From an optimization exercise on the open Yosys and OpenROAD flow, aimed at small area, a short achievable clock period and few clock cycles per item; shortcuts taken in it are not production practice.
RTL that was checked went through simulation tests only; none was proved equivalent to the original.

// el2_exu_div_ctl
module el2_exu_div_ctl
  (
   input logic           clk,                        
   input logic           rst_l,                      
   input logic           dp_valid,                   
   input logic           dp_unsign,                  
   input logic           dp_rem,                     
   input logic  [31:0]   dividend,                   
   input logic  [31:0]   divisor,                    
   input logic           cancel,                     
   output logic          finish_dly,                 
   output logic [31:0]   out                         
  );
==> module el2_exu_div_ctl, before the edit <==
module el2_exu_div_ctl
  (
   input logic           clk,                        
   input logic           rst_l,                      
   input logic           dp_valid,                   
   input logic           dp_unsign,                  
   input logic           dp_rem,                     
   input logic  [31:0]   dividend,                   
   input logic  [31:0]   divisor,                    
   input logic           cancel,                     
   output logic          finish_dly,                 
   output logic [31:0]   out                         
  );
   logic        sv_ff;                  
   logic        it_ff;                  
   logic        fin_ff;                 
   logic [3:0]  cnt_ff;                 
   logic [31:0] r_ff;                   
   logic [31:0] q_ff;                   
   logic [32:0] b_ff;                   
   logic        rem_ff, neg_ff;         
   wire  busy = sv_ff | it_ff;
   wire  last = it_ff & (cnt_ff == 4'd0);
   wire  sa = ~dp_unsign & dividend[31];
   wire  sb = ~dp_unsign & divisor[31];
   wire  bz = (divisor == 32'b0);
   wire [31:0] abs_a, abs_b;
   div_cneg_in u_nega (.s(sa), .x(dividend), .y(abs_a));
   div_cneg_in u_negb (.s(sb), .x(divisor),  .y(abs_b));
   wire        q1, d1_co, q2, d2_co;
   wire [31:0] r1, d2;
   div_step34 u_s1 (.en(it_ff), .x({2'b0, r_ff}), .b({1'b0, b_ff}), .q(q1), .co(d1_co), .y(r1));
   div_step33 u_s2 (.en(it_ff), .x({1'b0, r1}), .b({1'b0, b_ff[32:1]}), .q(q2), .co(d2_co), .y(d2));
   wire        early = ~d1_co;
   wire [5:0]  clza, clzb;
   div_clz32 u_clza (.x(r_ff), .n(clza));
   div_clz32 u_clzb (.x(b_ff[31:0]), .n(clzb));
   wire [5:0]  sdiff = clzb - clza;                     
   wire        bzero = clzb[5];
   wire [3:0]  m     = (bzero | ~sv_ff) ? 4'hf : sdiff[4:1];
   wire        keep1 = 1'b1;
   wire        go    = it_ff;
   wire        lastq = last;
   wire        qb1   = q1;
   wire        qb2   = q2;
   wire [32:0] b_rot;
   div_rot33 u_rot (.b(b_ff), .m(m), .y(b_rot));
   wire [31:0] r_next, q_next;
   wire [32:0] b_next;
   assign r_next = q2 ? d2 : (busy ? (keep1 ? r1 : r_ff) : abs_a);
   assign q_next = go ? ((lastq & rem_ff) ? r_next : {q_ff[29:0], qb1, qb2}) :
                   sv_ff ? 32'b0 : (abs_a & {32{dp_rem}});
   assign b_next = busy ? b_rot : {1'b0, abs_b};
   always_ff @(posedge clk or negedge rst_l) begin
      if (!rst_l) begin
         sv_ff  <= 1'b0;
         it_ff  <= 1'b0;
         fin_ff <= 1'b0;
      end
      else begin
         sv_ff  <= dp_valid & ~cancel;
         it_ff  <= ~cancel & ((sv_ff & ~early) | (it_ff & (cnt_ff != 4'd0)));
         fin_ff <= ~cancel & last;
      end
   end
   always_ff @(posedge clk) begin
      cnt_ff <= sv_ff ? m : cnt_ff - 4'd1;
      r_ff   <= r_next;
      q_ff   <= q_next;
      b_ff   <= b_next;
      if (!busy) begin
         rem_ff <= dp_rem;
         neg_ff <= dp_rem ? sa : (sa ^ sb) & ~bz;
      end
   end
   wire [31:0] ans;
   div_cneg_out u_nego (.s(neg_ff), .x(q_ff), .y(ans));
   assign out        = ans;
   assign finish_dly = ~cancel & (fin_ff | (sv_ff & early));
endmodule  
Settings: LEC_CHECK=0, CAP_MARGIN=40, CORE_MARGIN=2, CORE_UTILIZATION=40, SETUP_SLACK_MARGIN=5, SLEW_MARGIN=40, SYNTH_HIERARCHICAL=1, SYNTH_MINIMUM_KEEP_SIZE=0; clock period 12.0 ns.
standard.sh (not shown) runs the stock make flow with config.mk's settings and CLKGATE_MAP_FILE= SYNTH_SCRIPT=/design/flow/synth_recipe.tcl, a recipe that flattens the netlist after the stock synthesis.
==> flow/flow/run.sh <==
#!/bin/bash
set -euo pipefail
MARGIN=${MARGIN:-6.8}
PORTBUF=${PORTBUF:-sky130_fd_sc_hd__buf_1}
sed -E -e "s/SETUP_SLACK_MARGIN=[^ ]+/SETUP_SLACK_MARGIN=${MARGIN}/" \
       -e "s/CLKGATE_MAP_FILE= /CLKGATE_MAP_FILE= 'BUFFER_PORTS_ARGS=-buffer_cell ${PORTBUF}' /" \
       standard.sh > standard_mod.sh
grep -q "BUFFER_PORTS_ARGS" standard_mod.sh
bash standard_mod.sh > flow.log 2>&1
Next try:
--- a/flow/design.v
+++ b/flow/design.v
@@ -44,16 +44,16 @@
    wire        qb1   = q1;
    wire        qb2   = q2;
    wire [32:0] b_rot;
    div_rot33 u_rot (.b(b_ff), .m(m), .y(b_rot));
    wire [31:0] r_next, q_next;
    wire [32:0] b_next;
-   assign r_next = q2 ? d2 : (busy ? (keep1 ? r1 : r_ff) : abs_a);
-   assign q_next = go ? ((lastq & rem_ff) ? r_next : {q_ff[29:0], qb1, qb2}) :
-                   sv_ff ? 32'b0 : (abs_a & {32{dp_rem}});
-   assign b_next = busy ? b_rot : {1'b0, abs_b};
+   div_rnext u_rn (.busy(busy), .keep1(keep1), .q2(q2), .d2(d2), .r1(r1), .r(r_ff), .abs_a(abs_a), .y(r_next));
+   div_qnext u_qn (.go(go), .lastq(lastq), .rem(rem_ff), .sv(sv_ff), .dp_rem(dp_rem), .qb1(qb1), .qb2(qb2),
+                   .r_next(r_next), .q(q_ff), .abs_a(abs_a), .y(q_next));
+   div_bnext u_bn (.busy(busy), .b_rot(b_rot), .abs_b(abs_b), .y(b_next));
    always_ff @(posedge clk or negedge rst_l) begin
       if (!rst_l) begin
          sv_ff  <= 1'b0;
          it_ff  <= 1'b0;
          fin_ff <= 1'b0;
       end
@@ -576,6 +576,19 @@
    wire [32:0] b_r1  = {b[31:0], b[32]};
    wire [32:0] b_r2  = m[0] ? {b_r1[30:0], b_r1[32:31]} : b_r1;
    wire [32:0] b_r4  = m[1] ? {b_r2[28:0], b_r2[32:29]} : b_r2;
    wire [32:0] b_r8  = m[2] ? {b_r4[24:0], b_r4[32:25]} : b_r4;
    assign y          = m[3] ? {b_r8[16:0], b_r8[32:17]} : b_r8;
 endmodule
+module div_rnext (input logic busy, input logic keep1, input logic q2, input logic [31:0] d2,
+                  input logic [31:0] r1, input logic [31:0] r, input logic [31:0] abs_a, output logic [31:0] y);
+   assign y = q2 ? d2 : (busy ? (keep1 ? r1 : r) : abs_a);
+endmodule
+module div_qnext (input logic go, input logic lastq, input logic rem, input logic sv, input logic dp_rem,
+                  input logic qb1, input logic qb2, input logic [31:0] r_next, input logic [31:0] q,
+                  input logic [31:0] abs_a, output logic [31:0] y);
+   assign y = go ? ((lastq & rem) ? r_next : {q[29:0], qb1, qb2}) :
+              sv ? 32'b0 : (abs_a & {32{dp_rem}});
+endmodule
+module div_bnext (input logic busy, input logic [32:0] b_rot, input logic [31:0] abs_b, output logic [32:0] y);
+   assign y = busy ? b_rot : {1'b0, abs_b};
+endmodule
The new run ran to the end with no violations.
Setup slack degrades by 50 ps.
Area after synthesis is higher by 7.3%.
Routed wire length is higher by 15%.
Clock skew hardly moves.
Register-to-register slack degrades by 80 ps.
Critical path depth is higher by 12.
No functional check of the RTL was part of any run of this note.

* * *

== run M ==
Another version of the RTL of el2_exu_div_ctl (not shown whole).
Size in the first run: ~1600 cells after synthesis, ~100 I/O pins, roughly 12000 sq um of cells after synthesis.
==> module el2_exu_div_ctl, before the edit <==
module el2_exu_div_ctl
  (
   input logic           clk,                        
   input logic           rst_l,                      
   input logic           dp_valid,                   
   input logic           dp_unsign,                  
   input logic           dp_rem,                     
   input logic  [31:0]   dividend,                   
   input logic  [31:0]   divisor,                    
   input logic           cancel,                     
   output logic          finish_dly,                 
   output logic [31:0]   out                         
  );
   function automatic logic [5:0] clz32 (input logic [31:0] x);
      clz32 = 6'd32;
      for (int i = 0; i < 32; i++)
         if (x[i]) clz32 = 31 - i;
   endfunction
   logic        sv_ff;                  
   logic        it_ff;                  
   logic        fin_ff;                 
   logic [3:0]  cnt_ff;                 
   logic        busy;
   logic [31:0] r_ff;                   
   logic [31:0] q_ff;                   
   logic [32:0] b_ff;                   
   logic        rem_ff, neg_ff;         
   assign busy  = sv_ff | it_ff;
   logic        sa, sb, bz;
   logic [31:0] res;
   assign sa      = ~dp_unsign & dividend[31];
   assign sb      = ~dp_unsign & divisor[31];
   assign bz      = (divisor == 32'b0);
   logic [33:0] d1;
   logic [32:0] d2;
   logic        q1, q2;
   logic [31:0] r1, r2;
   assign d1 = {2'b0,r_ff} - {1'b0,b_ff};
   assign q1 = it_ff & ~d1[33];
   assign r1 = q1 ? d1[31:0] : r_ff;
   assign d2 = {1'b0,r1} - {1'b0,b_ff[32:1]};
   assign q2 = it_ff & ~d2[32];
   assign r2 = q2 ? d2[31:0] : r1;
   logic        early;
   logic [5:0]  clza, clzb;
   logic [5:0]  sdiff;
   logic        bzero;
   logic [3:0]  m;
   logic [4:0]  rot;
   logic [32:0] b_r1, b_rot;
   assign early = d1[33];
   assign clza  = clz32(r_ff);
   assign clzb  = clz32(b_ff[31:0]);
   assign bzero = clzb[5];
   assign sdiff = clzb - clza;                            
   assign m     = (bzero | ~sv_ff) ? 4'hf : sdiff[4:1];
   assign b_r1  = {b_ff[31:0], b_ff[32]};
   assign b_rot = ({b_r1, b_r1} << {m, 1'b0}) >> 33;
   always_ff @(posedge clk or negedge rst_l) begin
      if (!rst_l) begin
         sv_ff  <= 1'b0;
         it_ff  <= 1'b0;
         fin_ff <= 1'b0;
      end
      else begin
         sv_ff  <= dp_valid & ~cancel;
         it_ff  <= ~cancel & ((sv_ff & ~early) | (it_ff & (cnt_ff != 4'd0)));
         fin_ff <= ~cancel & it_ff & (cnt_ff == 4'd0);
      end
   end
   always_ff @(posedge clk) begin
      cnt_ff <= sv_ff ? m : cnt_ff - 4'd1;
      q_ff   <= it_ff ? {q_ff[29:0], q1, q2} : 32'b0;
      r_ff   <= busy ? r2 : (sa ? -dividend : dividend);
      b_ff   <= busy ? b_rot : {1'b0, sb ? -divisor : divisor};
      if (!busy) begin
         rem_ff <= dp_rem;
         neg_ff <= dp_rem ? sa : (sa ^ sb) & ~bz;
      end
   end
   assign res        = rem_ff ? r_ff : q_ff;
   assign out        = neg_ff ? -res : res;
   assign finish_dly = ~cancel & (fin_ff | (sv_ff & early));
endmodule  
clock: 12.0 ns
lec_check: 0
cap_margin: 40
core_margin: 2
core_utilization: 40
setup_slack_margin: 5
slew_margin: 40
run.sh (not shown) runs the stock make flow with config.mk's settings and CLKGATE_MAP_FILE= SYNTH_SCRIPT=/design/flow/synth_recipe.tcl, a recipe that flattens the netlist after the stock synthesis.
Stock flow here: none of the scripts above is used.
## Diff of input files: run A against run M
--- a/flow/design.v
+++ b/flow/design.v
@@ -20,17 +20,22 @@
    logic        it_ff;                  
    logic        fin_ff;                 
    logic [3:0]  cnt_ff;                 
-   logic        busy;
+   logic        busy, ans;
    logic [31:0] r_ff;                   
    logic [31:0] q_ff;                   
    logic [32:0] b_ff;                   
    logic        rem_ff, neg_ff;         
    assign busy  = sv_ff | it_ff;
+   assign ans   = sv_ff | fin_ff;       
    logic        sa, sb, bz;
-   logic [31:0] res;
+   logic [31:0] neg_in, neg_out;
+   logic        neg_s;
    assign sa      = ~dp_unsign & dividend[31];
    assign sb      = ~dp_unsign & divisor[31];
    assign bz      = (divisor == 32'b0);
+   assign neg_in  = ans ? (rem_ff ? r_ff : q_ff) : dividend;
+   assign neg_s   = ans ? neg_ff : sa;
+   assign neg_out = neg_s ? -neg_in : neg_in;
    logic [33:0] d1;
    logic [32:0] d2;
    logic        q1, q2;
@@ -71,14 +76,13 @@
    always_ff @(posedge clk) begin
       cnt_ff <= sv_ff ? m : cnt_ff - 4'd1;
       q_ff   <= it_ff ? {q_ff[29:0], q1, q2} : 32'b0;
-      r_ff   <= busy ? r2 : (sa ? -dividend : dividend);
+      r_ff   <= busy ? r2 : neg_out;
       b_ff   <= busy ? b_rot : {1'b0, sb ? -divisor : divisor};
       if (!busy) begin
          rem_ff <= dp_rem;
          neg_ff <= dp_rem ? sa : (sa ^ sb) & ~bz;
       end
    end
-   assign res        = rem_ff ? r_ff : q_ff;
-   assign out        = neg_ff ? -res : res;
+   assign out        = neg_out;
    assign finish_dly = ~cancel & (fin_ff | (sv_ff & early));
 endmodule  
Notes after the runs:
Diff run M -> run A | detailed-route wire length on metal 1 | up by a little under 10%. Minimum period implied by the final worst setup slack ended up 0.18 ns higher on run A than on run M. Summary of run A over run M: utilization of the core after routing grew by 2.5 points, clock-buffer cell count shrank by 1, final instance area grew by about 3%. Run A vs run M, last element of the critical path: out[11] vs out[31]. Via count ends up lower on run M. Met2 layer usage reported by global route: run A and run M compared, lower one is run M.
No run of this note included a check of the RTL's function; only the layout flow was run.

* * *

Setup of the previous run:
Another version of the RTL of el2_exu_div_ctl (not shown whole).
Size: ~1300 cells after synthesis, ~100 I/O pins.
==> module div_cneg_in, before the edit <==
module div_cneg_in (input logic s, input logic [31:0] x, output logic [31:0] y);
   wire [7:0] o;         
   wire [7:0] po;        
   div_cneg_in_pfx u_p (.o(o), .po(po));
   div_cneg_in_slice u_0 (.s(s), .pin(1'b0), .x(x[3:0]), .y(y[3:0]), .o(o[0]));
   div_cneg_in_slice u_1 (.s(s), .pin(po[0]), .x(x[7:4]), .y(y[7:4]), .o(o[1]));
   div_cneg_in_slice u_2 (.s(s), .pin(po[1]), .x(x[11:8]), .y(y[11:8]), .o(o[2]));
   div_cneg_in_slice u_3 (.s(s), .pin(po[2]), .x(x[15:12]), .y(y[15:12]), .o(o[3]));
   div_cneg_in_slice u_4 (.s(s), .pin(po[3]), .x(x[19:16]), .y(y[19:16]), .o(o[4]));
   div_cneg_in_slice u_5 (.s(s), .pin(po[4]), .x(x[23:20]), .y(y[23:20]), .o(o[5]));
   div_cneg_in_slice u_6 (.s(s), .pin(po[5]), .x(x[27:24]), .y(y[27:24]), .o(o[6]));
   div_cneg_in_slice u_7 (.s(s), .pin(po[6]), .x(x[31:28]), .y(y[31:28]), .o(o[7]));
endmodule
==> module div_cneg_in_pfx, before the edit <==
module div_cneg_in_pfx (input logic [7:0] o, output logic [7:0] po);
   wire pp_l0_1 = o[1] | o[0];
   wire pp_l0_3 = o[3] | o[2];
   wire pp_l0_5 = o[5] | o[4];
   wire pp_l0_7 = o[7] | o[6];
   wire pp_l1_3 = pp_l0_3 | pp_l0_1;
   wire pp_l1_7 = pp_l0_7 | pp_l0_5;
   wire pp_l2_7 = pp_l1_7 | pp_l1_3;
   wire pp_l3_5 = pp_l0_5 | pp_l1_3;
   wire pp_l4_2 = o[2] | pp_l0_1;
   wire pp_l4_4 = o[4] | pp_l1_3;
   wire pp_l4_6 = o[6] | pp_l3_5;
   wire [7:0] pp;
   assign pp[0] = o[0];
   assign pp[1] = pp_l0_1;
   assign pp[2] = pp_l4_2;
   assign pp[3] = pp_l1_3;
   assign pp[4] = pp_l4_4;
   assign pp[5] = pp_l3_5;
   assign pp[6] = pp_l4_6;
   assign pp[7] = pp_l2_7;
   assign po = pp;
endmodule
==> module div_cneg_in_slice, before the edit <==
module div_cneg_in_slice (input logic s, input logic pin, input logic [3:0] x, output logic [3:0] y, output logic o);
   wire [3:0] pre;
   assign pre[0] = pin;
   assign pre[1] = pre[0] | x[0];
   assign pre[2] = pre[1] | x[1];
   assign pre[3] = pre[2] | x[2];
   assign y = x ^ ({4{s}} & pre);
   assign o = |x;
endmodule
Settings: LEC_CHECK=0, CAP_MARGIN=40, CORE_MARGIN=2, CORE_UTILIZATION=40, SETUP_SLACK_MARGIN=5, SLEW_MARGIN=40, SYNTH_HIERARCHICAL=1, SYNTH_MINIMUM_KEEP_SIZE=0; clock period 12.0 ns.
standard.sh (not shown) runs the stock make flow with config.mk's settings and CLKGATE_MAP_FILE= SYNTH_SCRIPT=/design/flow/synth_recipe.tcl, a recipe that flattens the netlist after the stock synthesis.
==> flow/flow/run.sh <==
#!/bin/bash
# The standard layout (standard.sh), with these changes in how the layout is made:
#  - every input and output port still gets its own buffer, but a plain buf_1
#    (OpenROAD's buffer_ports -buffer_cell) instead of the default delay buffer;
#    the resizer upsizes it where timing needs;
#  - any further ORFS variables listed in flow/extra_vars (one NAME=value per line).
# make's output goes to flow.log; ORFS keeps each step's own log under orfs/logs.
set -euo pipefail
MARGIN=${MARGIN:-6.8}
PORTBUF=${PORTBUF:-sky130_fd_sc_hd__buf_1}
EXTRA="'BUFFER_PORTS_ARGS=-buffer_cell ${PORTBUF}'"
if [[ -f flow/extra_vars ]]; then
  while read -r line; do
    [[ -z "$line" || "$line" == \#* ]] && continue
    EXTRA="$EXTRA '$line'"
  done < flow/extra_vars
fi
sed -E -e "s/SETUP_SLACK_MARGIN=[^ ]+/SETUP_SLACK_MARGIN=${MARGIN}/" \
       -e "s|CLKGATE_MAP_FILE= |CLKGATE_MAP_FILE= ${EXTRA} |" \
       standard.sh > standard_mod.sh
grep -q "BUFFER_PORTS_ARGS" standard_mod.sh
bash standard_mod.sh > flow.log 2>&1
==> flow/flow/extra_vars <==
SKIP_INCREMENTAL_REPAIR=1
Edits applied to the flow inputs when going from the previous run to the current run:
-- flow/design.v --
<<< the previous run, line 73
endmodule  
module div_cneg_in (input logic s, input logic [31:0] x, output logic [31:0] y);
   wire [7:0] o;         
   wire [7:0] po;        
   div_cneg_in_pfx u_p (.o(o), .po(po));
   div_cneg_in_slice u_0 (.s(s), .pin(1'b0), .x(x[3:0]), .y(y[3:0]), .o(o[0]));
   div_cneg_in_slice u_1 (.s(s), .pin(po[0]), .x(x[7:4]), .y(y[7:4]), .o(o[1]));
   div_cneg_in_slice u_2 (.s(s), .pin(po[1]), .x(x[11:8]), .y(y[11:8]), .o(o[2]));
   div_cneg_in_slice u_3 (.s(s), .pin(po[2]), .x(x[15:12]), .y(y[15:12]), .o(o[3]));
   div_cneg_in_slice u_4 (.s(s), .pin(po[3]), .x(x[19:16]), .y(y[19:16]), .o(o[4]));
   div_cneg_in_slice u_5 (.s(s), .pin(po[4]), .x(x[23:20]), .y(y[23:20]), .o(o[5]));
   div_cneg_in_slice u_6 (.s(s), .pin(po[5]), .x(x[27:24]), .y(y[27:24]), .o(o[6]));
   div_cneg_in_slice u_7 (.s(s), .pin(po[6]), .x(x[31:28]), .y(y[31:28]), .o(o[7]));
endmodule
module div_cneg_in_pfx (input logic [7:0] o, output logic [7:0] po);
   wire pp_l0_1 = o[1] | o[0];
   wire pp_l0_3 = o[3] | o[2];
   wire pp_l0_5 = o[5] | o[4];
   wire pp_l0_7 = o[7] | o[6];
   wire pp_l1_3 = pp_l0_3 | pp_l0_1;
   wire pp_l1_7 = pp_l0_7 | pp_l0_5;
   wire pp_l2_7 = pp_l1_7 | pp_l1_3;
   wire pp_l3_5 = pp_l0_5 | pp_l1_3;
   wire pp_l4_2 = o[2] | pp_l0_1;
   wire pp_l4_4 = o[4] | pp_l1_3;
   wire pp_l4_6 = o[6] | pp_l3_5;
   wire [7:0] pp;
   assign pp[0] = o[0];
   assign pp[1] = pp_l0_1;
   assign pp[2] = pp_l4_2;
   assign pp[3] = pp_l1_3;
   assign pp[4] = pp_l4_4;
   assign pp[5] = pp_l3_5;
   assign pp[6] = pp_l4_6;
   assign pp[7] = pp_l2_7;
   assign po = pp;
endmodule
module div_cneg_in_slice (input logic s, input logic pin, input logic [3:0] x, output logic [3:0] y, output logic o);
   wire [3:0] pre;
   assign pre[0] = pin;
>>> the current run, line 73
endmodule  
module div_cneg_in (input logic s, input logic [31:0] x, output logic [31:0] y);
   wire [8:0] p;
   assign p[0] = 1'b0;
   div_cneg_in_slice u_0 (.s(s), .pin(p[0]), .x(x[3:0]), .y(y[3:0]), .pout(p[1]));
   div_cneg_in_slice u_1 (.s(s), .pin(p[1]), .x(x[7:4]), .y(y[7:4]), .pout(p[2]));
   div_cneg_in_slice u_2 (.s(s), .pin(p[2]), .x(x[11:8]), .y(y[11:8]), .pout(p[3]));
   div_cneg_in_slice u_3 (.s(s), .pin(p[3]), .x(x[15:12]), .y(y[15:12]), .pout(p[4]));
   div_cneg_in_slice u_4 (.s(s), .pin(p[4]), .x(x[19:16]), .y(y[19:16]), .pout(p[5]));
   div_cneg_in_slice u_5 (.s(s), .pin(p[5]), .x(x[23:20]), .y(y[23:20]), .pout(p[6]));
   div_cneg_in_slice u_6 (.s(s), .pin(p[6]), .x(x[27:24]), .y(y[27:24]), .pout(p[7]));
   div_cneg_in_slice u_7 (.s(s), .pin(p[7]), .x(x[31:28]), .y(y[31:28]), .pout(p[8]));
endmodule
module div_cneg_in_slice (input logic s, input logic pin, input logic [3:0] x, output logic [3:0] y, output logic pout);
   wire [3:0] pre;
   assign pre[0] = pin;
<<< the previous run, line 115
   assign pre[3] = pre[2] | x[2];
   assign y = x ^ ({4{s}} & pre);
   assign o = |x;
endmodule
module div_cneg_out (input logic s, input logic [31:0] x, output logic [31:0] y);
>>> the current run, line 91
   assign pre[3] = pre[2] | x[2];
   assign y = x ^ ({4{s}} & pre);
   assign pout = pin | (|x);
endmodule
module div_cneg_out (input logic s, input logic [31:0] x, output logic [31:0] y);
Final area (the current run vs. the previous run) decreases slightly
Relative to the previous run, fraction of layout instances using a drive strength above 1 decreased by 0.69 points in the current run.
Changes observed in the current run relative to the previous run: fraction of area in multi-input gates grew by 0.58 points; fmax ~0 delta; clock input transition at the sequential cells of the worst setup and hold paths was more or less identical.
The final reports for the current run and the previous run show die extent in y lower in the former.
Transition time of the tightest slew-check pin: the current run lower than the previous run
Testbench counts of the current run, summed over its fixed seeds: cycles 18,134, items 3,200.
For the previous run, only the layout was checked, not whether the RTL still works.

[static timing again, ports no longer ideal]
How much do the figures lean on ideal ports? The routed layouts below were timed once more, with nothing changed but the port constraints. Step 1 (the two cells are an assumption about what drives the block):
set clk [get_ports {clk}]
set_driving_cell -lib_cell sky130_fd_sc_hd__clkbuf_16 $clk
set_driving_cell -lib_cell sky130_fd_sc_hd__buf_2 [delete_from_list [all_inputs] $clk]
Step 2 also shifts input and output timing later by t, the mid clock arrival at the registers, as if the neighbouring blocks saw the same clock. Three values: ideal, step 1, step 2; two values: the first two.
run	t (ns)	setup slack, ns	hold slack, ns	latest minus earliest clock arrival (ns)
the first run of note 1	0.412	6.784 / 6.738 / 6.811	0.481 / 0.481 / 0.481	0.018 / 0.018
the second run of note 1	0.420	6.733 / 6.711 / 6.733	0.485 / 0.485 / 0.485	0.019 / 0.019
run M	0.411	5.228 / 5.179 / 5.376	0.470 / 0.470 / 0.470	0.010 / 0.009
run A	0.413	5.045 / 5.019 / 5.019	0.460 / 0.460 / 0.460	0.013 / 0.013
the previous run	0.410	6.738 / 6.696 / 6.660	0.498 / 0.498 / 0.498	0.012 / 0.012
the current run	0.402	6.747 / 6.749 / 6.372	0.500 / 0.500 / 0.500	0.009 / 0.010
After both steps setup and hold are still met in every run listed. The setup slack of the current run, which loses most, moves by +0.002 ns with the drivers and by -0.375 ns with both steps.
